This is an optimization exercise on Yosys and OpenROAD, whose aim is small area, a short achievable clock period and few clock cycles per item, not a production implementation.
Function was not checked in any run shown here: the RTL went through the layout flow alone.
Power and IR drop assume default switching activity.

==> flow/design.v (outline; a module is shown in full before it is edited, if it fits) <==
// module booth: 893 lines
// module menc: 4 lines
// module mbs: 3 lines
// module mbsn: 3 lines
// module mfa: 4 lines
// module mha: 4 lines
// module mx3: 3 lines
// module mmaj: 3 lines
// module minv: 3 lines
// module mand: 3 lines
// module mxor: 3 lines
// module mao: 3 lines
module booth (
    input  wire        clk  ,
    input  wire        rst_n,
    input  wire [15:0] x    ,
    input  wire [15:0] y    ,
    input  wire        start,
    output wire [31:0] z    ,
    output wire        busy
);
  // ...
==> flow/run.sh <==
#!/bin/bash
# synth_recipe.tcl (not shown) runs the flow's synth.tcl, then flattens the netlist and writes it again
# the make line also repeats each setting of config.mk as NAME=value (left out here)
make -C /OpenROAD-flow-scripts/flow DESIGN_CONFIG=/design/flow/config.mk WORK_HOME=/design/flow/orfs CLKGATE_MAP_FILE= SYNTH_SCRIPT=/design/flow/synth_recipe.tcl finish
==> flow/config.mk <==
export PLATFORM = sky130hd
export DESIGN_NAME = booth
export DESIGN_NICKNAME = booth
export VERILOG_FILES = /design/flow/design.v
export SDC_FILE = /design/flow/constraint.sdc
export NUM_CORES = 4
export LEC_CHECK = 0
export CAP_MARGIN = 20
export CORE_MARGIN = 2
export CORE_UTILIZATION = 40
export SLEW_MARGIN = 20
export SYNTH_HIERARCHICAL = 1
export SYNTH_MINIMUM_KEEP_SIZE = 0
==> flow/constraint.sdc <==
create_clock -name core_clock -period 4.0 [get_ports {clk}]
set_input_delay 0.8000 -clock core_clock [delete_from_list [all_inputs] [get_ports {clk}]]
set_output_delay 0.8000 -clock core_clock [all_outputs]
set_load 0.01 [all_outputs]
==> impl_metrics.py, run 1 <==
metrics = {
    "detailed_routing": {
        "vias": 6380,
        "drt-initial-drc-count": 298,
        "route.met3.wl_um": 867,
        "drtPass1Iterations": 4,
        "wirelength_um": 22280,
    },
    "clocking": {
        "cts_max_level": 2,
        "cts_root_buf": "clkbuf_16",
        "cts-buffers-inserted": 5,
        "cts.sinks": 54,
    },
    "global_routing": {
        "grt_pass1_wl_um": 36010,
        "first_global_vias": 6795,
    },
    "power": {
        "internal-power_w": 0.004791,
        "pwr-share-comb_pct": 78.3,
        "clkPwrFrac_pct": 5.5,
        "switching_share_pct": 40.20,
        "sequentialPowerShare_pct": 16.2,
        "p_switching_w": 0.003221,
    },
    "yosys": {
        "avgSynthCellArea_um2": 12.45,
        "netlist.top_cell.by_area": "fa_1",
        "postSynth.asyncResetShare_pct": 0,
        "synth_area_um2": 8751,
    },
    "final_layout": {
        "nClkBuffers": 5,
        "final_area_um2": 12170,
        "mostFrequentLayoutCell": "buf_4",
        "top_register": "qa",
        "regArea_um2": 1622,
        "nets": 1139,
        "multi_input_comb_cells": 622,
        "largestClassByArea": "multi-input combinational cells",
    },
    "flow_run": {
        "cap_violations": 0,
    },
    "placement": {
        "placed_cells": 1180,
        "gp_congestion": 0.8456,
    },
    "sta": {
        "fin_crit_ns": 3.941,
        "fin_crit_sh_pct": 98.53,
        "whs_ns": 1.177,
        "final_hold_viol_count": 0,
    },
    "floorplanning": {
        "start_util_pct": 40.47,
    },
    "worst_setup_path": {
        "crit_fanout": 11,
    },
    "run_status": {
        "status": "finished clean",
    },
}
==> inputs of run 2 (changes only) <==
--- a/flow/design.v
+++ b/flow/design.v
@@ -7,318 +7,334 @@
     output wire [31:0] z    ,
     output wire        busy
 );
 assign busy = 1'b0;
 wire one0_0, two0_0;
 menc ue0_0 (.y2(y[1]), .y1(y[0]), .y0(1'b0), .one(one0_0), .two(two0_0));
 wire one0_1, two0_1;
 menc ue0_1 (.y2(y[1]), .y1(y[0]), .y0(1'b0), .one(one0_1), .two(two0_1));
+wire one0_2, two0_2;
+menc ue0_2 (.y2(y[1]), .y1(y[0]), .y0(1'b0), .one(one0_2), .two(two0_2));
 wire one1_0, two1_0;
 menc ue1_0 (.y2(y[3]), .y1(y[2]), .y0(y[1]), .one(one1_0), .two(two1_0));
 wire one1_1, two1_1;
 menc ue1_1 (.y2(y[3]), .y1(y[2]), .y0(y[1]), .one(one1_1), .two(two1_1));
+wire one1_2, two1_2;
+menc ue1_2 (.y2(y[3]), .y1(y[2]), .y0(y[1]), .one(one1_2), .two(two1_2));
 wire one2_0, two2_0;
 menc ue2_0 (.y2(y[5]), .y1(y[4]), .y0(y[3]), .one(one2_0), .two(two2_0));
 wire one2_1, two2_1;
 menc ue2_1 (.y2(y[5]), .y1(y[4]), .y0(y[3]), .one(one2_1), .two(two2_1));
+wire one2_2, two2_2;
+menc ue2_2 (.y2(y[5]), .y1(y[4]), .y0(y[3]), .one(one2_2), .two(two2_2));
 wire one3_0, two3_0;
 menc ue3_0 (.y2(y[7]), .y1(y[6]), .y0(y[5]), .one(one3_0), .two(two3_0));
 wire one3_1, two3_1;
 menc ue3_1 (.y2(y[7]), .y1(y[6]), .y0(y[5]), .one(one3_1), .two(two3_1));
+wire one3_2, two3_2;
+menc ue3_2 (.y2(y[7]), .y1(y[6]), .y0(y[5]), .one(one3_2), .two(two3_2));
 wire one4_0, two4_0;
 menc ue4_0 (.y2(y[9]), .y1(y[8]), .y0(y[7]), .one(one4_0), .two(two4_0));
 wire one4_1, two4_1;
 menc ue4_1 (.y2(y[9]), .y1(y[8]), .y0(y[7]), .one(one4_1), .two(two4_1));
+wire one4_2, two4_2;
+menc ue4_2 (.y2(y[9]), .y1(y[8]), .y0(y[7]), .one(one4_2), .two(two4_2));
 wire one5_0, two5_0;
 menc ue5_0 (.y2(y[11]), .y1(y[10]), .y0(y[9]), .one(one5_0), .two(two5_0));
 wire one5_1, two5_1;
 menc ue5_1 (.y2(y[11]), .y1(y[10]), .y0(y[9]), .one(one5_1), .two(two5_1));
+wire one5_2, two5_2;
+menc ue5_2 (.y2(y[11]), .y1(y[10]), .y0(y[9]), .one(one5_2), .two(two5_2));
 wire one6_0, two6_0;
 menc ue6_0 (.y2(y[13]), .y1(y[12]), .y0(y[11]), .one(one6_0), .two(two6_0));
 wire one6_1, two6_1;
 menc ue6_1 (.y2(y[13]), .y1(y[12]), .y0(y[11]), .one(one6_1), .two(two6_1));
+wire one6_2, two6_2;
+menc ue6_2 (.y2(y[13]), .y1(y[12]), .y0(y[11]), .one(one6_2), .two(two6_2));
 wire one7_0, two7_0;
 menc ue7_0 (.y2(y[15]), .y1(y[14]), .y0(y[13]), .one(one7_0), .two(two7_0));
 wire one7_1, two7_1;
 menc ue7_1 (.y2(y[15]), .y1(y[14]), .y0(y[13]), .one(one7_1), .two(two7_1));
+wire one7_2, two7_2;
+menc ue7_2 (.y2(y[15]), .y1(y[14]), .y0(y[13]), .one(one7_2), .two(two7_2));
 wire pp0_0;
 mbs upp0_0 (.xj(x[0]), .xm(1'b0), .one(one0_0), .two(two0_0), .neg(y[1]), .pp(pp0_0));
 wire pp0_1;
 mbs upp0_1 (.xj(x[1]), .xm(x[0]), .one(one0_0), .two(two0_0), .neg(y[1]), .pp(pp0_1));
 wire pp0_2;
 mbs upp0_2 (.xj(x[2]), .xm(x[1]), .one(one0_0), .two(two0_0), .neg(y[1]), .pp(pp0_2));
 wire pp0_3;
 mbs upp0_3 (.xj(x[3]), .xm(x[2]), .one(one0_0), .two(two0_0), .neg(y[1]), .pp(pp0_3));
 wire pp0_4;
 mbs upp0_4 (.xj(x[4]), .xm(x[3]), .one(one0_0), .two(two0_0), .neg(y[1]), .pp(pp0_4));
 wire pp0_5;
 mbs upp0_5 (.xj(x[5]), .xm(x[4]), .one(one0_0), .two(two0_0), .neg(y[1]), .pp(pp0_5));
 wire pp0_6;
-mbs upp0_6 (.xj(x[6]), .xm(x[5]), .one(one0_0), .two(two0_0), .neg(y[1]), .pp(pp0_6));
+mbs upp0_6 (.xj(x[6]), .xm(x[5]), .one(one0_1), .two(two0_1), .neg(y[1]), .pp(pp0_6));
 wire pp0_7;
-mbs upp0_7 (.xj(x[7]), .xm(x[6]), .one(one0_0), .two(two0_0), .neg(y[1]), .pp(pp0_7));
+mbs upp0_7 (.xj(x[7]), .xm(x[6]), .one(one0_1), .two(two0_1), .neg(y[1]), .pp(pp0_7));
 wire pp0_8;
-mbs upp0_8 (.xj(x[8]), .xm(x[7]), .one(one0_0), .two(two0_0), .neg(y[1]), .pp(pp0_8));
+mbs upp0_8 (.xj(x[8]), .xm(x[7]), .one(one0_1), .two(two0_1), .neg(y[1]), .pp(pp0_8));
 wire pp0_9;
 mbs upp0_9 (.xj(x[9]), .xm(x[8]), .one(one0_1), .two(two0_1), .neg(y[1]), .pp(pp0_9));
 wire pp0_10;
 mbs upp0_10 (.xj(x[10]), .xm(x[9]), .one(one0_1), .two(two0_1), .neg(y[1]), .pp(pp0_10));
 wire pp0_11;
 mbs upp0_11 (.xj(x[11]), .xm(x[10]), .one(one0_1), .two(two0_1), .neg(y[1]), .pp(pp0_11));
 wire pp0_12;
-mbs upp0_12 (.xj(x[12]), .xm(x[11]), .one(one0_1), .two(two0_1), .neg(y[1]), .pp(pp0_12));
+mbs upp0_12 (.xj(x[12]), .xm(x[11]), .one(one0_2), .two(two0_2), .neg(y[1]), .pp(pp0_12));
 wire pp0_13;
-mbs upp0_13 (.xj(x[13]), .xm(x[12]), .one(one0_1), .two(two0_1), .neg(y[1]), .pp(pp0_13));
+mbs upp0_13 (.xj(x[13]), .xm(x[12]), .one(one0_2), .two(two0_2), .neg(y[1]), .pp(pp0_13));
 wire pp0_14;
-mbs upp0_14 (.xj(x[14]), .xm(x[13]), .one(one0_1), .two(two0_1), .neg(y[1]), .pp(pp0_14));
+mbs upp0_14 (.xj(x[14]), .xm(x[13]), .one(one0_2), .two(two0_2), .neg(y[1]), .pp(pp0_14));
 wire pp0_15;
-mbs upp0_15 (.xj(x[15]), .xm(x[14]), .one(one0_1), .two(two0_1), .neg(y[1]), .pp(pp0_15));
+mbs upp0_15 (.xj(x[15]), .xm(x[14]), .one(one0_2), .two(two0_2), .neg(y[1]), .pp(pp0_15));
 wire pp0_16;
-mbsn upp0_16 (.xj(x[15]), .xm(x[15]), .one(one0_1), .two(two0_1), .neg(y[1]), .pp(pp0_16));
+mbsn upp0_16 (.xj(x[15]), .xm(x[15]), .one(one0_2), .two(two0_2), .neg(y[1]), .pp(pp0_16));
 wire s0n;
 minv us0n (.a(pp0_16), .y(s0n));
 wire pp1_0;
 mbs upp1_0 (.xj(x[0]), .xm(1'b0), .one(one1_0), .two(two1_0), .neg(y[3]), .pp(pp1_0));
 wire pp1_1;
 mbs upp1_1 (.xj(x[1]), .xm(x[0]), .one(one1_0), .two(two1_0), .neg(y[3]), .pp(pp1_1));
 wire pp1_2;
 mbs upp1_2 (.xj(x[2]), .xm(x[1]), .one(one1_0), .two(two1_0), .neg(y[3]), .pp(pp1_2));
 wire pp1_3;
 mbs upp1_3 (.xj(x[3]), .xm(x[2]), .one(one1_0), .two(two1_0), .neg(y[3]), .pp(pp1_3));
 wire pp1_4;
 mbs upp1_4 (.xj(x[4]), .xm(x[3]), .one(one1_0), .two(two1_0), .neg(y[3]), .pp(pp1_4));
 wire pp1_5;
 mbs upp1_5 (.xj(x[5]), .xm(x[4]), .one(one1_0), .two(two1_0), .neg(y[3]), .pp(pp1_5));
 wire pp1_6;
-mbs upp1_6 (.xj(x[6]), .xm(x[5]), .one(one1_0), .two(two1_0), .neg(y[3]), .pp(pp1_6));
+mbs upp1_6 (.xj(x[6]), .xm(x[5]), .one(one1_1), .two(two1_1), .neg(y[3]), .pp(pp1_6));
 wire pp1_7;
-mbs upp1_7 (.xj(x[7]), .xm(x[6]), .one(one1_0), .two(two1_0), .neg(y[3]), .pp(pp1_7));
+mbs upp1_7 (.xj(x[7]), .xm(x[6]), .one(one1_1), .two(two1_1), .neg(y[3]), .pp(pp1_7));
 wire pp1_8;
-mbs upp1_8 (.xj(x[8]), .xm(x[7]), .one(one1_0), .two(two1_0), .neg(y[3]), .pp(pp1_8));
+mbs upp1_8 (.xj(x[8]), .xm(x[7]), .one(one1_1), .two(two1_1), .neg(y[3]), .pp(pp1_8));
 wire pp1_9;
 mbs upp1_9 (.xj(x[9]), .xm(x[8]), .one(one1_1), .two(two1_1), .neg(y[3]), .pp(pp1_9));
 wire pp1_10;
 mbs upp1_10 (.xj(x[10]), .xm(x[9]), .one(one1_1), .two(two1_1), .neg(y[3]), .pp(pp1_10));
 wire pp1_11;
 mbs upp1_11 (.xj(x[11]), .xm(x[10]), .one(one1_1), .two(two1_1), .neg(y[3]), .pp(pp1_11));
 wire pp1_12;
-mbs upp1_12 (.xj(x[12]), .xm(x[11]), .one(one1_1), .two(two1_1), .neg(y[3]), .pp(pp1_12));
+mbs upp1_12 (.xj(x[12]), .xm(x[11]), .one(one1_2), .two(two1_2), .neg(y[3]), .pp(pp1_12));
 wire pp1_13;
-mbs upp1_13 (.xj(x[13]), .xm(x[12]), .one(one1_1), .two(two1_1), .neg(y[3]), .pp(pp1_13));
+mbs upp1_13 (.xj(x[13]), .xm(x[12]), .one(one1_2), .two(two1_2), .neg(y[3]), .pp(pp1_13));
 wire pp1_14;
-mbs upp1_14 (.xj(x[14]), .xm(x[13]), .one(one1_1), .two(two1_1), .neg(y[3]), .pp(pp1_14));
+mbs upp1_14 (.xj(x[14]), .xm(x[13]), .one(one1_2), .two(two1_2), .neg(y[3]), .pp(pp1_14));
 wire pp1_15;
-mbs upp1_15 (.xj(x[15]), .xm(x[14]), .one(one1_1), .two(two1_1), .neg(y[3]), .pp(pp1_15));
+mbs upp1_15 (.xj(x[15]), .xm(x[14]), .one(one1_2), .two(two1_2), .neg(y[3]), .pp(pp1_15));
 wire pp1_16;
-mbsn upp1_16 (.xj(x[15]), .xm(x[15]), .one(one1_1), .two(two1_1), .neg(y[3]), .pp(pp1_16));
+mbsn upp1_16 (.xj(x[15]), .xm(x[15]), .one(one1_2), .two(two1_2), .neg(y[3]), .pp(pp1_16));
 wire pp2_0;
 mbs upp2_0 (.xj(x[0]), .xm(1'b0), .one(one2_0), .two(two2_0), .neg(y[5]), .pp(pp2_0));
 wire pp2_1;
 mbs upp2_1 (.xj(x[1]), .xm(x[0]), .one(one2_0), .two(two2_0), .neg(y[5]), .pp(pp2_1));
 wire pp2_2;
 mbs upp2_2 (.xj(x[2]), .xm(x[1]), .one(one2_0), .two(two2_0), .neg(y[5]), .pp(pp2_2));
 wire pp2_3;
 mbs upp2_3 (.xj(x[3]), .xm(x[2]), .one(one2_0), .two(two2_0), .neg(y[5]), .pp(pp2_3));
 wire pp2_4;
 mbs upp2_4 (.xj(x[4]), .xm(x[3]), .one(one2_0), .two(two2_0), .neg(y[5]), .pp(pp2_4));
 wire pp2_5;
 mbs upp2_5 (.xj(x[5]), .xm(x[4]), .one(one2_0), .two(two2_0), .neg(y[5]), .pp(pp2_5));
 wire pp2_6;
-mbs upp2_6 (.xj(x[6]), .xm(x[5]), .one(one2_0), .two(two2_0), .neg(y[5]), .pp(pp2_6));
+mbs upp2_6 (.xj(x[6]), .xm(x[5]), .one(one2_1), .two(two2_1), .neg(y[5]), .pp(pp2_6));
 wire pp2_7;
-mbs upp2_7 (.xj(x[7]), .xm(x[6]), .one(one2_0), .two(two2_0), .neg(y[5]), .pp(pp2_7));
+mbs upp2_7 (.xj(x[7]), .xm(x[6]), .one(one2_1), .two(two2_1), .neg(y[5]), .pp(pp2_7));
 wire pp2_8;
-mbs upp2_8 (.xj(x[8]), .xm(x[7]), .one(one2_0), .two(two2_0), .neg(y[5]), .pp(pp2_8));
+mbs upp2_8 (.xj(x[8]), .xm(x[7]), .one(one2_1), .two(two2_1), .neg(y[5]), .pp(pp2_8));
 wire pp2_9;
 mbs upp2_9 (.xj(x[9]), .xm(x[8]), .one(one2_1), .two(two2_1), .neg(y[5]), .pp(pp2_9));
 wire pp2_10;
 mbs upp2_10 (.xj(x[10]), .xm(x[9]), .one(one2_1), .two(two2_1), .neg(y[5]), .pp(pp2_10));
 wire pp2_11;
 mbs upp2_11 (.xj(x[11]), .xm(x[10]), .one(one2_1), .two(two2_1), .neg(y[5]), .pp(pp2_11));
 wire pp2_12;
-mbs upp2_12 (.xj(x[12]), .xm(x[11]), .one(one2_1), .two(two2_1), .neg(y[5]), .pp(pp2_12));
+mbs upp2_12 (.xj(x[12]), .xm(x[11]), .one(one2_2), .two(two2_2), .neg(y[5]), .pp(pp2_12));
 wire pp2_13;
-mbs upp2_13 (.xj(x[13]), .xm(x[12]), .one(one2_1), .two(two2_1), .neg(y[5]), .pp(pp2_13));
+mbs upp2_13 (.xj(x[13]), .xm(x[12]), .one(one2_2), .two(two2_2), .neg(y[5]), .pp(pp2_13));
 wire pp2_14;
-mbs upp2_14 (.xj(x[14]), .xm(x[13]), .one(one2_1), .two(two2_1), .neg(y[5]), .pp(pp2_14));
+mbs upp2_14 (.xj(x[14]), .xm(x[13]), .one(one2_2), .two(two2_2), .neg(y[5]), .pp(pp2_14));
 wire pp2_15;
-mbs upp2_15 (.xj(x[15]), .xm(x[14]), .one(one2_1), .two(two2_1), .neg(y[5]), .pp(pp2_15));
+mbs upp2_15 (.xj(x[15]), .xm(x[14]), .one(one2_2), .two(two2_2), .neg(y[5]), .pp(pp2_15));
 wire pp2_16;
-mbsn upp2_16 (.xj(x[15]), .xm(x[15]), .one(one2_1), .two(two2_1), .neg(y[5]), .pp(pp2_16));
+mbsn upp2_16 (.xj(x[15]), .xm(x[15]), .one(one2_2), .two(two2_2), .neg(y[5]), .pp(pp2_16));
 wire pp3_0;
 mbs upp3_0 (.xj(x[0]), .xm(1'b0), .one(one3_0), .two(two3_0), .neg(y[7]), .pp(pp3_0));
 wire pp3_1;
 mbs upp3_1 (.xj(x[1]), .xm(x[0]), .one(one3_0), .two(two3_0), .neg(y[7]), .pp(pp3_1));
 wire pp3_2;
 mbs upp3_2 (.xj(x[2]), .xm(x[1]), .one(one3_0), .two(two3_0), .neg(y[7]), .pp(pp3_2));
 wire pp3_3;
 mbs upp3_3 (.xj(x[3]), .xm(x[2]), .one(one3_0), .two(two3_0), .neg(y[7]), .pp(pp3_3));
 wire pp3_4;
 mbs upp3_4 (.xj(x[4]), .xm(x[3]), .one(one3_0), .two(two3_0), .neg(y[7]), .pp(pp3_4));
 wire pp3_5;
 mbs upp3_5 (.xj(x[5]), .xm(x[4]), .one(one3_0), .two(two3_0), .neg(y[7]), .pp(pp3_5));
 wire pp3_6;
-mbs upp3_6 (.xj(x[6]), .xm(x[5]), .one(one3_0), .two(two3_0), .neg(y[7]), .pp(pp3_6));
+mbs upp3_6 (.xj(x[6]), .xm(x[5]), .one(one3_1), .two(two3_1), .neg(y[7]), .pp(pp3_6));
 wire pp3_7;
-mbs upp3_7 (.xj(x[7]), .xm(x[6]), .one(one3_0), .two(two3_0), .neg(y[7]), .pp(pp3_7));
+mbs upp3_7 (.xj(x[7]), .xm(x[6]), .one(one3_1), .two(two3_1), .neg(y[7]), .pp(pp3_7));
 wire pp3_8;
-mbs upp3_8 (.xj(x[8]), .xm(x[7]), .one(one3_0), .two(two3_0), .neg(y[7]), .pp(pp3_8));
+mbs upp3_8 (.xj(x[8]), .xm(x[7]), .one(one3_1), .two(two3_1), .neg(y[7]), .pp(pp3_8));
 wire pp3_9;
 mbs upp3_9 (.xj(x[9]), .xm(x[8]), .one(one3_1), .two(two3_1), .neg(y[7]), .pp(pp3_9));
 wire pp3_10;
 mbs upp3_10 (.xj(x[10]), .xm(x[9]), .one(one3_1), .two(two3_1), .neg(y[7]), .pp(pp3_10));
 wire pp3_11;
 mbs upp3_11 (.xj(x[11]), .xm(x[10]), .one(one3_1), .two(two3_1), .neg(y[7]), .pp(pp3_11));
 wire pp3_12;
-mbs upp3_12 (.xj(x[12]), .xm(x[11]), .one(one3_1), .two(two3_1), .neg(y[7]), .pp(pp3_12));
+mbs upp3_12 (.xj(x[12]), .xm(x[11]), .one(one3_2), .two(two3_2), .neg(y[7]), .pp(pp3_12));
 wire pp3_13;
-mbs upp3_13 (.xj(x[13]), .xm(x[12]), .one(one3_1), .two(two3_1), .neg(y[7]), .pp(pp3_13));
+mbs upp3_13 (.xj(x[13]), .xm(x[12]), .one(one3_2), .two(two3_2), .neg(y[7]), .pp(pp3_13));
 wire pp3_14;
-mbs upp3_14 (.xj(x[14]), .xm(x[13]), .one(one3_1), .two(two3_1), .neg(y[7]), .pp(pp3_14));
+mbs upp3_14 (.xj(x[14]), .xm(x[13]), .one(one3_2), .two(two3_2), .neg(y[7]), .pp(pp3_14));
 wire pp3_15;
-mbs upp3_15 (.xj(x[15]), .xm(x[14]), .one(one3_1), .two(two3_1), .neg(y[7]), .pp(pp3_15));
+mbs upp3_15 (.xj(x[15]), .xm(x[14]), .one(one3_2), .two(two3_2), .neg(y[7]), .pp(pp3_15));
 wire pp3_16;
-mbsn upp3_16 (.xj(x[15]), .xm(x[15]), .one(one3_1), .two(two3_1), .neg(y[7]), .pp(pp3_16));
+mbsn upp3_16 (.xj(x[15]), .xm(x[15]), .one(one3_2), .two(two3_2), .neg(y[7]), .pp(pp3_16));
 wire pp4_0;
 mbs upp4_0 (.xj(x[0]), .xm(1'b0), .one(one4_0), .two(two4_0), .neg(y[9]), .pp(pp4_0));
 wire pp4_1;
 mbs upp4_1 (.xj(x[1]), .xm(x[0]), .one(one4_0), .two(two4_0), .neg(y[9]), .pp(pp4_1));
 wire pp4_2;
 mbs upp4_2 (.xj(x[2]), .xm(x[1]), .one(one4_0), .two(two4_0), .neg(y[9]), .pp(pp4_2));
 wire pp4_3;
 mbs upp4_3 (.xj(x[3]), .xm(x[2]), .one(one4_0), .two(two4_0), .neg(y[9]), .pp(pp4_3));
 wire pp4_4;
 mbs upp4_4 (.xj(x[4]), .xm(x[3]), .one(one4_0), .two(two4_0), .neg(y[9]), .pp(pp4_4));
 wire pp4_5;
 mbs upp4_5 (.xj(x[5]), .xm(x[4]), .one(one4_0), .two(two4_0), .neg(y[9]), .pp(pp4_5));
 wire pp4_6;
-mbs upp4_6 (.xj(x[6]), .xm(x[5]), .one(one4_0), .two(two4_0), .neg(y[9]), .pp(pp4_6));
+mbs upp4_6 (.xj(x[6]), .xm(x[5]), .one(one4_1), .two(two4_1), .neg(y[9]), .pp(pp4_6));
 wire pp4_7;
-mbs upp4_7 (.xj(x[7]), .xm(x[6]), .one(one4_0), .two(two4_0), .neg(y[9]), .pp(pp4_7));
+mbs upp4_7 (.xj(x[7]), .xm(x[6]), .one(one4_1), .two(two4_1), .neg(y[9]), .pp(pp4_7));
 wire pp4_8;
-mbs upp4_8 (.xj(x[8]), .xm(x[7]), .one(one4_0), .two(two4_0), .neg(y[9]), .pp(pp4_8));
+mbs upp4_8 (.xj(x[8]), .xm(x[7]), .one(one4_1), .two(two4_1), .neg(y[9]), .pp(pp4_8));
 wire pp4_9;
 mbs upp4_9 (.xj(x[9]), .xm(x[8]), .one(one4_1), .two(two4_1), .neg(y[9]), .pp(pp4_9));
 wire pp4_10;
 mbs upp4_10 (.xj(x[10]), .xm(x[9]), .one(one4_1), .two(two4_1), .neg(y[9]), .pp(pp4_10));
 wire pp4_11;
 mbs upp4_11 (.xj(x[11]), .xm(x[10]), .one(one4_1), .two(two4_1), .neg(y[9]), .pp(pp4_11));
 wire pp4_12;
-mbs upp4_12 (.xj(x[12]), .xm(x[11]), .one(one4_1), .two(two4_1), .neg(y[9]), .pp(pp4_12));
+mbs upp4_12 (.xj(x[12]), .xm(x[11]), .one(one4_2), .two(two4_2), .neg(y[9]), .pp(pp4_12));
 wire pp4_13;
-mbs upp4_13 (.xj(x[13]), .xm(x[12]), .one(one4_1), .two(two4_1), .neg(y[9]), .pp(pp4_13));
+mbs upp4_13 (.xj(x[13]), .xm(x[12]), .one(one4_2), .two(two4_2), .neg(y[9]), .pp(pp4_13));
 wire pp4_14;
-mbs upp4_14 (.xj(x[14]), .xm(x[13]), .one(one4_1), .two(two4_1), .neg(y[9]), .pp(pp4_14));
+mbs upp4_14 (.xj(x[14]), .xm(x[13]), .one(one4_2), .two(two4_2), .neg(y[9]), .pp(pp4_14));
 wire pp4_15;
-mbs upp4_15 (.xj(x[15]), .xm(x[14]), .one(one4_1), .two(two4_1), .neg(y[9]), .pp(pp4_15));
+mbs upp4_15 (.xj(x[15]), .xm(x[14]), .one(one4_2), .two(two4_2), .neg(y[9]), .pp(pp4_15));
 wire pp4_16;
-mbsn upp4_16 (.xj(x[15]), .xm(x[15]), .one(one4_1), .two(two4_1), .neg(y[9]), .pp(pp4_16));
+mbsn upp4_16 (.xj(x[15]), .xm(x[15]), .one(one4_2), .two(two4_2), .neg(y[9]), .pp(pp4_16));
 wire pp5_0;
 mbs upp5_0 (.xj(x[0]), .xm(1'b0), .one(one5_0), .two(two5_0), .neg(y[11]), .pp(pp5_0));
 wire pp5_1;
 mbs upp5_1 (.xj(x[1]), .xm(x[0]), .one(one5_0), .two(two5_0), .neg(y[11]), .pp(pp5_1));
 wire pp5_2;
 mbs upp5_2 (.xj(x[2]), .xm(x[1]), .one(one5_0), .two(two5_0), .neg(y[11]), .pp(pp5_2));
 wire pp5_3;
 mbs upp5_3 (.xj(x[3]), .xm(x[2]), .one(one5_0), .two(two5_0), .neg(y[11]), .pp(pp5_3));
 wire pp5_4;
 mbs upp5_4 (.xj(x[4]), .xm(x[3]), .one(one5_0), .two(two5_0), .neg(y[11]), .pp(pp5_4));
 wire pp5_5;
 mbs upp5_5 (.xj(x[5]), .xm(x[4]), .one(one5_0), .two(two5_0), .neg(y[11]), .pp(pp5_5));
 wire pp5_6;
-mbs upp5_6 (.xj(x[6]), .xm(x[5]), .one(one5_0), .two(two5_0), .neg(y[11]), .pp(pp5_6));
+mbs upp5_6 (.xj(x[6]), .xm(x[5]), .one(one5_1), .two(two5_1), .neg(y[11]), .pp(pp5_6));
 wire pp5_7;
-mbs upp5_7 (.xj(x[7]), .xm(x[6]), .one(one5_0), .two(two5_0), .neg(y[11]), .pp(pp5_7));
+mbs upp5_7 (.xj(x[7]), .xm(x[6]), .one(one5_1), .two(two5_1), .neg(y[11]), .pp(pp5_7));
 wire pp5_8;
-mbs upp5_8 (.xj(x[8]), .xm(x[7]), .one(one5_0), .two(two5_0), .neg(y[11]), .pp(pp5_8));
+mbs upp5_8 (.xj(x[8]), .xm(x[7]), .one(one5_1), .two(two5_1), .neg(y[11]), .pp(pp5_8));
 wire pp5_9;
 mbs upp5_9 (.xj(x[9]), .xm(x[8]), .one(one5_1), .two(two5_1), .neg(y[11]), .pp(pp5_9));
 wire pp5_10;
 mbs upp5_10 (.xj(x[10]), .xm(x[9]), .one(one5_1), .two(two5_1), .neg(y[11]), .pp(pp5_10));
 wire pp5_11;
 mbs upp5_11 (.xj(x[11]), .xm(x[10]), .one(one5_1), .two(two5_1), .neg(y[11]), .pp(pp5_11));
 wire pp5_12;
-mbs upp5_12 (.xj(x[12]), .xm(x[11]), .one(one5_1), .two(two5_1), .neg(y[11]), .pp(pp5_12));
+mbs upp5_12 (.xj(x[12]), .xm(x[11]), .one(one5_2), .two(two5_2), .neg(y[11]), .pp(pp5_12));
 wire pp5_13;
-mbs upp5_13 (.xj(x[13]), .xm(x[12]), .one(one5_1), .two(two5_1), .neg(y[11]), .pp(pp5_13));
+mbs upp5_13 (.xj(x[13]), .xm(x[12]), .one(one5_2), .two(two5_2), .neg(y[11]), .pp(pp5_13));
 wire pp5_14;
-mbs upp5_14 (.xj(x[14]), .xm(x[13]), .one(one5_1), .two(two5_1), .neg(y[11]), .pp(pp5_14));
+mbs upp5_14 (.xj(x[14]), .xm(x[13]), .one(one5_2), .two(two5_2), .neg(y[11]), .pp(pp5_14));
 wire pp5_15;
-mbs upp5_15 (.xj(x[15]), .xm(x[14]), .one(one5_1), .two(two5_1), .neg(y[11]), .pp(pp5_15));
+mbs upp5_15 (.xj(x[15]), .xm(x[14]), .one(one5_2), .two(two5_2), .neg(y[11]), .pp(pp5_15));
 wire pp5_16;
-mbsn upp5_16 (.xj(x[15]), .xm(x[15]), .one(one5_1), .two(two5_1), .neg(y[11]), .pp(pp5_16));
+mbsn upp5_16 (.xj(x[15]), .xm(x[15]), .one(one5_2), .two(two5_2), .neg(y[11]), .pp(pp5_16));
 wire pp6_0;
 mbs upp6_0 (.xj(x[0]), .xm(1'b0), .one(one6_0), .two(two6_0), .neg(y[13]), .pp(pp6_0));
 wire pp6_1;
 mbs upp6_1 (.xj(x[1]), .xm(x[0]), .one(one6_0), .two(two6_0), .neg(y[13]), .pp(pp6_1));
 wire pp6_2;
 mbs upp6_2 (.xj(x[2]), .xm(x[1]), .one(one6_0), .two(two6_0), .neg(y[13]), .pp(pp6_2));
 wire pp6_3;
 mbs upp6_3 (.xj(x[3]), .xm(x[2]), .one(one6_0), .two(two6_0), .neg(y[13]), .pp(pp6_3));
 wire pp6_4;
 mbs upp6_4 (.xj(x[4]), .xm(x[3]), .one(one6_0), .two(two6_0), .neg(y[13]), .pp(pp6_4));
 wire pp6_5;
 mbs upp6_5 (.xj(x[5]), .xm(x[4]), .one(one6_0), .two(two6_0), .neg(y[13]), .pp(pp6_5));
 wire pp6_6;
-mbs upp6_6 (.xj(x[6]), .xm(x[5]), .one(one6_0), .two(two6_0), .neg(y[13]), .pp(pp6_6));
+mbs upp6_6 (.xj(x[6]), .xm(x[5]), .one(one6_1), .two(two6_1), .neg(y[13]), .pp(pp6_6));
 wire pp6_7;
-mbs upp6_7 (.xj(x[7]), .xm(x[6]), .one(one6_0), .two(two6_0), .neg(y[13]), .pp(pp6_7));
+mbs upp6_7 (.xj(x[7]), .xm(x[6]), .one(one6_1), .two(two6_1), .neg(y[13]), .pp(pp6_7));
 wire pp6_8;
-mbs upp6_8 (.xj(x[8]), .xm(x[7]), .one(one6_0), .two(two6_0), .neg(y[13]), .pp(pp6_8));
+mbs upp6_8 (.xj(x[8]), .xm(x[7]), .one(one6_1), .two(two6_1), .neg(y[13]), .pp(pp6_8));
 wire pp6_9;
 mbs upp6_9 (.xj(x[9]), .xm(x[8]), .one(one6_1), .two(two6_1), .neg(y[13]), .pp(pp6_9));
 wire pp6_10;
 mbs upp6_10 (.xj(x[10]), .xm(x[9]), .one(one6_1), .two(two6_1), .neg(y[13]), .pp(pp6_10));
 wire pp6_11;
 mbs upp6_11 (.xj(x[11]), .xm(x[10]), .one(one6_1), .two(two6_1), .neg(y[13]), .pp(pp6_11));
 wire pp6_12;
-mbs upp6_12 (.xj(x[12]), .xm(x[11]), .one(one6_1), .two(two6_1), .neg(y[13]), .pp(pp6_12));
+mbs upp6_12 (.xj(x[12]), .xm(x[11]), .one(one6_2), .two(two6_2), .neg(y[13]), .pp(pp6_12));
 wire pp6_13;
-mbs upp6_13 (.xj(x[13]), .xm(x[12]), .one(one6_1), .two(two6_1), .neg(y[13]), .pp(pp6_13));
+mbs upp6_13 (.xj(x[13]), .xm(x[12]), .one(one6_2), .two(two6_2), .neg(y[13]), .pp(pp6_13));
 wire pp6_14;
-mbs upp6_14 (.xj(x[14]), .xm(x[13]), .one(one6_1), .two(two6_1), .neg(y[13]), .pp(pp6_14));
+mbs upp6_14 (.xj(x[14]), .xm(x[13]), .one(one6_2), .two(two6_2), .neg(y[13]), .pp(pp6_14));
 wire pp6_15;
-mbs upp6_15 (.xj(x[15]), .xm(x[14]), .one(one6_1), .two(two6_1), .neg(y[13]), .pp(pp6_15));
+mbs upp6_15 (.xj(x[15]), .xm(x[14]), .one(one6_2), .two(two6_2), .neg(y[13]), .pp(pp6_15));
 wire pp6_16;
-mbsn upp6_16 (.xj(x[15]), .xm(x[15]), .one(one6_1), .two(two6_1), .neg(y[13]), .pp(pp6_16));
+mbsn upp6_16 (.xj(x[15]), .xm(x[15]), .one(one6_2), .two(two6_2), .neg(y[13]), .pp(pp6_16));
 wire pp7_0;
 mbs upp7_0 (.xj(x[0]), .xm(1'b0), .one(one7_0), .two(two7_0), .neg(y[15]), .pp(pp7_0));
 wire pp7_1;
 mbs upp7_1 (.xj(x[1]), .xm(x[0]), .one(one7_0), .two(two7_0), .neg(y[15]), .pp(pp7_1));
 wire pp7_2;
 mbs upp7_2 (.xj(x[2]), .xm(x[1]), .one(one7_0), .two(two7_0), .neg(y[15]), .pp(pp7_2));
 wire pp7_3;
 mbs upp7_3 (.xj(x[3]), .xm(x[2]), .one(one7_0), .two(two7_0), .neg(y[15]), .pp(pp7_3));
 wire pp7_4;
 mbs upp7_4 (.xj(x[4]), .xm(x[3]), .one(one7_0), .two(two7_0), .neg(y[15]), .pp(pp7_4));
 wire pp7_5;
 mbs upp7_5 (.xj(x[5]), .xm(x[4]), .one(one7_0), .two(two7_0), .neg(y[15]), .pp(pp7_5));
 wire pp7_6;
-mbs upp7_6 (.xj(x[6]), .xm(x[5]), .one(one7_0), .two(two7_0), .neg(y[15]), .pp(pp7_6));
+mbs upp7_6 (.xj(x[6]), .xm(x[5]), .one(one7_1), .two(two7_1), .neg(y[15]), .pp(pp7_6));
 wire pp7_7;
-mbs upp7_7 (.xj(x[7]), .xm(x[6]), .one(one7_0), .two(two7_0), .neg(y[15]), .pp(pp7_7));
+mbs upp7_7 (.xj(x[7]), .xm(x[6]), .one(one7_1), .two(two7_1), .neg(y[15]), .pp(pp7_7));
 wire pp7_8;
-mbs upp7_8 (.xj(x[8]), .xm(x[7]), .one(one7_0), .two(two7_0), .neg(y[15]), .pp(pp7_8));
+mbs upp7_8 (.xj(x[8]), .xm(x[7]), .one(one7_1), .two(two7_1), .neg(y[15]), .pp(pp7_8));
 wire pp7_9;
 mbs upp7_9 (.xj(x[9]), .xm(x[8]), .one(one7_1), .two(two7_1), .neg(y[15]), .pp(pp7_9));
 wire pp7_10;
 mbs upp7_10 (.xj(x[10]), .xm(x[9]), .one(one7_1), .two(two7_1), .neg(y[15]), .pp(pp7_10));
 wire pp7_11;
 mbs upp7_11 (.xj(x[11]), .xm(x[10]), .one(one7_1), .two(two7_1), .neg(y[15]), .pp(pp7_11));
 wire pp7_12;
-mbs upp7_12 (.xj(x[12]), .xm(x[11]), .one(one7_1), .two(two7_1), .neg(y[15]), .pp(pp7_12));
+mbs upp7_12 (.xj(x[12]), .xm(x[11]), .one(one7_2), .two(two7_2), .neg(y[15]), .pp(pp7_12));
 wire pp7_13;
-mbs upp7_13 (.xj(x[13]), .xm(x[12]), .one(one7_1), .two(two7_1), .neg(y[15]), .pp(pp7_13));
+mbs upp7_13 (.xj(x[13]), .xm(x[12]), .one(one7_2), .two(two7_2), .neg(y[15]), .pp(pp7_13));
 wire pp7_14;
-mbs upp7_14 (.xj(x[14]), .xm(x[13]), .one(one7_1), .two(two7_1), .neg(y[15]), .pp(pp7_14));
+mbs upp7_14 (.xj(x[14]), .xm(x[13]), .one(one7_2), .two(two7_2), .neg(y[15]), .pp(pp7_14));
 wire pp7_15;
-mbs upp7_15 (.xj(x[15]), .xm(x[14]), .one(one7_1), .two(two7_1), .neg(y[15]), .pp(pp7_15));
+mbs upp7_15 (.xj(x[15]), .xm(x[14]), .one(one7_2), .two(two7_2), .neg(y[15]), .pp(pp7_15));
 wire pp7_16;
-mbsn upp7_16 (.xj(x[15]), .xm(x[15]), .one(one7_1), .two(two7_1), .neg(y[15]), .pp(pp7_16));
+mbsn upp7_16 (.xj(x[15]), .xm(x[15]), .one(one7_2), .two(two7_2), .neg(y[15]), .pp(pp7_16));
 wire s1, c2;
 mha us1 (.a(y[3]), .b(pp0_2), .s(s1), .co(c2));
 wire s3, c4;
 mha us3 (.a(pp0_3), .b(pp1_1), .s(s3), .co(c4));
 wire s5, c6;
 mfa us5 (.a(y[5]), .b(pp0_4), .c(pp1_2), .s(s5), .co(c6));
 wire s7, c8;
 mha us7 (.a(pp2_0), .b(c4), .s(s7), .co(c8));
==> run 2 against run 1 <==
Compared with the run above:
- critical path depth did not move
- worst hold slack got worse by 0.068 ns
- wire length rose by 1.5%
- synthesized cell count rose by 4.6%
- global-route usage rose by 0.35 points
- fmax barely moved
- clock-buffer cell count did not move
- clock power barely moved
- sequential share of layout area fell by 0.11 points
- die area rose by 2.8%
- sequential cell count did not move
- combinational power fell by 1%
- critical path type unchanged
==> impl_metrics.py, run 2 <==
metrics = {
    "worst_setup_path": {
        "crit_fanout": 10,
        "slowest_stage": "fa_2",
        "crit_chain": "clkdlybuf4s50_1, buf_12, buf_4, a22oi_2, xnor2_2, fa_2, fa_2, fa_1, fa_1, ha_1",
        "critPathBufInv": 3,
        "crit_type": "input port to register",
        "end_kind": "register",
        "start_kind": "input port",
        "critPathTopFamily": "adder cells",
        "cpPeakStageDelay_ns": 0.55,
        "arrival_ns": 4.00,
        "cp_data_required_time_ns": 4.05,
    },
    "final_layout": {
        "layout-drive-gt1-share_pct": 45.25,
        "utilization_pct": 55.90,
        "top_register": "qa",
        "nets": 1184,
        "largest_reg_flops": 22,
        "syn_to_final_growth_pct": 36.38,
        "final_cells": 1281,
        "reg_top3": "qa (22), qb (21), qlo (11)",
        "insertedDiodeCount": 0,
        "final_cell_mix": "182 x buf_4, 136 x a22oi_2, 106 x xnor2_1, 72 x fa_1, 59 x a21o_1",
        "mostFrequentLayoutCell": "buf_4",
        "final_area_um2": 12280,
    },
    "yosys": {
        "netlist.top_cell.by_area": "fa_1",
        "synthTopCellsByArea": "fa_1 20%, a22oi_2 19%, edfxtp_1 18%",
        "synth.most_common_cell": "a22oi_2",
        "ys_types": 14,
        "synth-main-ff-cell": "edfxtp_1",
        "synth_xor_area_share_pct": 18.58,
        "synth_area_um2": 9001,
        "postSynth.asyncResetShare_pct": 0,
        "synth_edf_count": 54,
        "synthAdderAreaFrac_pct": 28.22,
        "synthCells": 735,
        "ys_ff_latch": 54,
        "synth_warnings": 7,
        "netlist.area_leader.share_pct": 20.02,
        "synth-compound-area-share_pct": 27.16,
        "synth_mux_area_share_pct": 0,
        "synth_simple_gate_area_share_pct": 4.893,
        "synthTopCellsByCount": "136 x a22oi_2, 128 x xnor2_1, 90 x fa_1",
        "avgSynthCellArea_um2": 12.25,
        "seq_area_frac_synth_pct": 18.02,
        "synth_top_family_by_area": "adder cells",
    },
    "detailed_routing": {
        "wl_met1_um": 10520,
        "wirelength_um": 22610,
        "wl_per_cell_um": 17.65,
        "drtAntennaViolNets": 0,
        "drc": 0,
        "drtPass1Iterations": 4,
        "highest-signal-layer": "met4",
        "vias": 6652,
        "vias_per_cell": 5.193,
        "wl_met2_um": 11210,
        "drt-initial-drc-count": 229,
        "route.met3.wl_um": 678,
    },
    "clocking": {
        "cts-buffers-inserted": 5,
        "cts.sinks": 54,
        "cts_max_path_buffers": 2,
        "holdBufCountCts": 0,
        "cts_tree": "yes",
        "cts_root_buf": "clkbuf_16",
        "cts_max_level": 2,
        "path_clk_slew_ns": 0.07,
    },
    "sta": {
        "finalSetupViolations": 0,
        "fmax_mhz": 253.6,
        "worst_slew_pin_slew_ns": 0.7593,
        "fin_crit_sh_pct": 98.57,
        "fin_crit_ns": 3.943,
        "final_hold_viol_count": 0,
        "maxSlewHeadroom_pct": 49.38,
        "report.final.slew_viol_count": 0,
        "whs_ns": 1.109,
    },
    "global_routing": {
        "first_global_vias": 7244,
        "antenna_found_initial": 0,
        "grt_pass1_wl_um": 37580,
        "grt_max_degree": 30,
        "grt_overflow": 0,
        "grt_use_total_pct": 19.74,
    },
    "placement": {
        "dp_hpwl_um": 18660,
        "gp_congestion": 0.8699,
        "placed_cells": 1257,
        "dpl_cell_area_um2": 11450,
        "port_buffers": 65,
    },
    "floorplanning": {
        "die_w_um": 154.0,
        "io_pins": 68,
        "core.rowCount": 54,
        "coreArea_um2": 21960,
        "start_util_pct": 40.99,
        "die_y_um": 154.0,
        "dieArea_um2": 23720,
    },
    "power": {
        "switching_share_pct": 40.20,
        "p_per_area_nw_per_um2": 646.1,
        "p_switching_w": 0.003188,
        "pwr-share-comb_pct": 78.0,
        "cellLeakagePower_nw": 5.029,
        "internal-power_w": 0.004743,
        "ir_drop_v": 0.0004021,
        "sequentialPowerShare_pct": 16.4,
        "clkPwrFrac_pct": 5.6,
    },
    "hold_path": {
        "hold_class": "input port to register",
    },
    "flow_run": {
        "cap_violations": 0,
    },
    "run_status": {
        "status": "finished clean",
    },
}
[run 2: cell types whose count changed in the layout (fill, tap and decap cells not counted), sizes merged, moves of 3 or more]
cell / delta
nand2: +8
xor2: +8
conb: +3
o22ai: +8
nand2b: +8
buf: +16
clkbuf: -7
[run 2: modules after synthesis, one instance, submodules excluded]
| module | copies in the design | cell area, um^2 | cells inside |
|---|---|---|---|
| mao | 59 | 7.507 | 1 |
| mha | 59 | 12.51 | 1 |
| mand | 32 | 6.256 | 1 |
| menc | 24 | 31.28 | 4 |
| mxor | 31 | 8.758 | 1 |
| mbs | 128 | 21.27 | 2 |
| minv | 8 | 3.754 | 1 |
| booth | 1 | 1873 | 88 |
| mfa | 90 | 20.02 | 1 |
| mbsn | 8 | 21.27 | 2 |
[run 2: timing repair]
item,CTS,global route
endpoints found under the setup margin,32,19
resized for setup,77,48
pin swaps,36,25
buffers inserted,9,11
[run 2: through the flow]
stage / power [W] / worst slack (ns) / TNS, ns
after global routing: 0.008717 / -0.007480 / -0.007480
after detailed placement: 0.007309 / -0.8012 / -22.74
after floorplan: 0.005473 / 0.04615 / 0
after CTS: 0.007991 / 0.004557 / 0
final: 0.007931 / 0.05704 / 0
after global placement: 0.007141 / -0.7378 / -20.51
[run 2: final timing paths]
path / end / slack (ns) / from / cells after the start
max: qb[7] / 0.06 / x[11] / 10
min: qb[18] / 1.11 / start / 1
[run 2: logic make-up (layout without fill, tap and decap cells)]
family | Yosys count | in the layout
AOI/OAI and AO/OA | 219 | 219
other | 1 | 18
and+or+nand+nor | 80 | 80
adders and majority gates | 149 | 149
xor gates and xnor gates | 191 | 191
DFF | 54 | 54
buffers and inverters | 41 | 290
[run 2: power groups by stage]
stage          registers, W  logic (W)  clock network [W]
2_1_floorplan       0.00128    0.00419                  0
3_3_place_gp        0.00131    0.00583                  0
3_5_place_dp        0.00131    0.00599                  0
4_1_cts             0.00130    0.00623           0.000460
5_1_grt             0.00133    0.00691           0.000480
6_report            0.00130    0.00619           0.000444
[run 2: cell type report]
type	count	area, um^2
Fill cell	1811	9683
Clock buffer	5	125.1
Inverter	8	30.03
Timing Repair Buffer	274	2469
Tap cell	280	350.3
Multi-Input combinational cell	657	7664
Sequential cell	54	1622
Clock inverter	3	16.27
[run 2: layer usage]
metal | up-vias | global-route usage [%]
met2 | 87 | 34.08
met1 | 3376 | 27.07
met5 | - | 0
li1 | 3176 | -
met4 | 0 | 3.471
met3 | 13 | 2.255

[re-timing with driven ports]
No port has a modelled driver above. Below, the same layouts with a new extraction and two added sets of constraints. Step 1: set_driving_cell puts a clkbuf_16 on clk and a buf_2 on each other input, an assumption about the parent block. Step 2 times the ports against the registers' clock, not the clock port: input delays grow and output delays shrink by t, the midpoint of the rising clock arrivals with the driver on. Three values: ideal ports, drivers, drivers and shift; two values: the first two.
| run | shift t [ns] | setup WS [ns] | worst hold slack (ns) | worst data-port slew with drivers (ns) | cell pins on the clock port's net |
|---|---|---|---|---|---|
| run 1 | 0.352 | 0.059 / 0.079 / -0.273 | 1.177 / 1.152 / 1.504 | 0.04 | 1 |
| run 2 | 0.352 | 0.057 / 0.080 / -0.272 | 1.109 / 1.078 / 1.431 | 0.04 | 1 |
With both steps, setup timing fails in run 1 and run 2, where it was met with ideal ports. The setup slack of run 1, which loses most, moves by +0.020 ns with the drivers and by -0.332 ns with both steps.
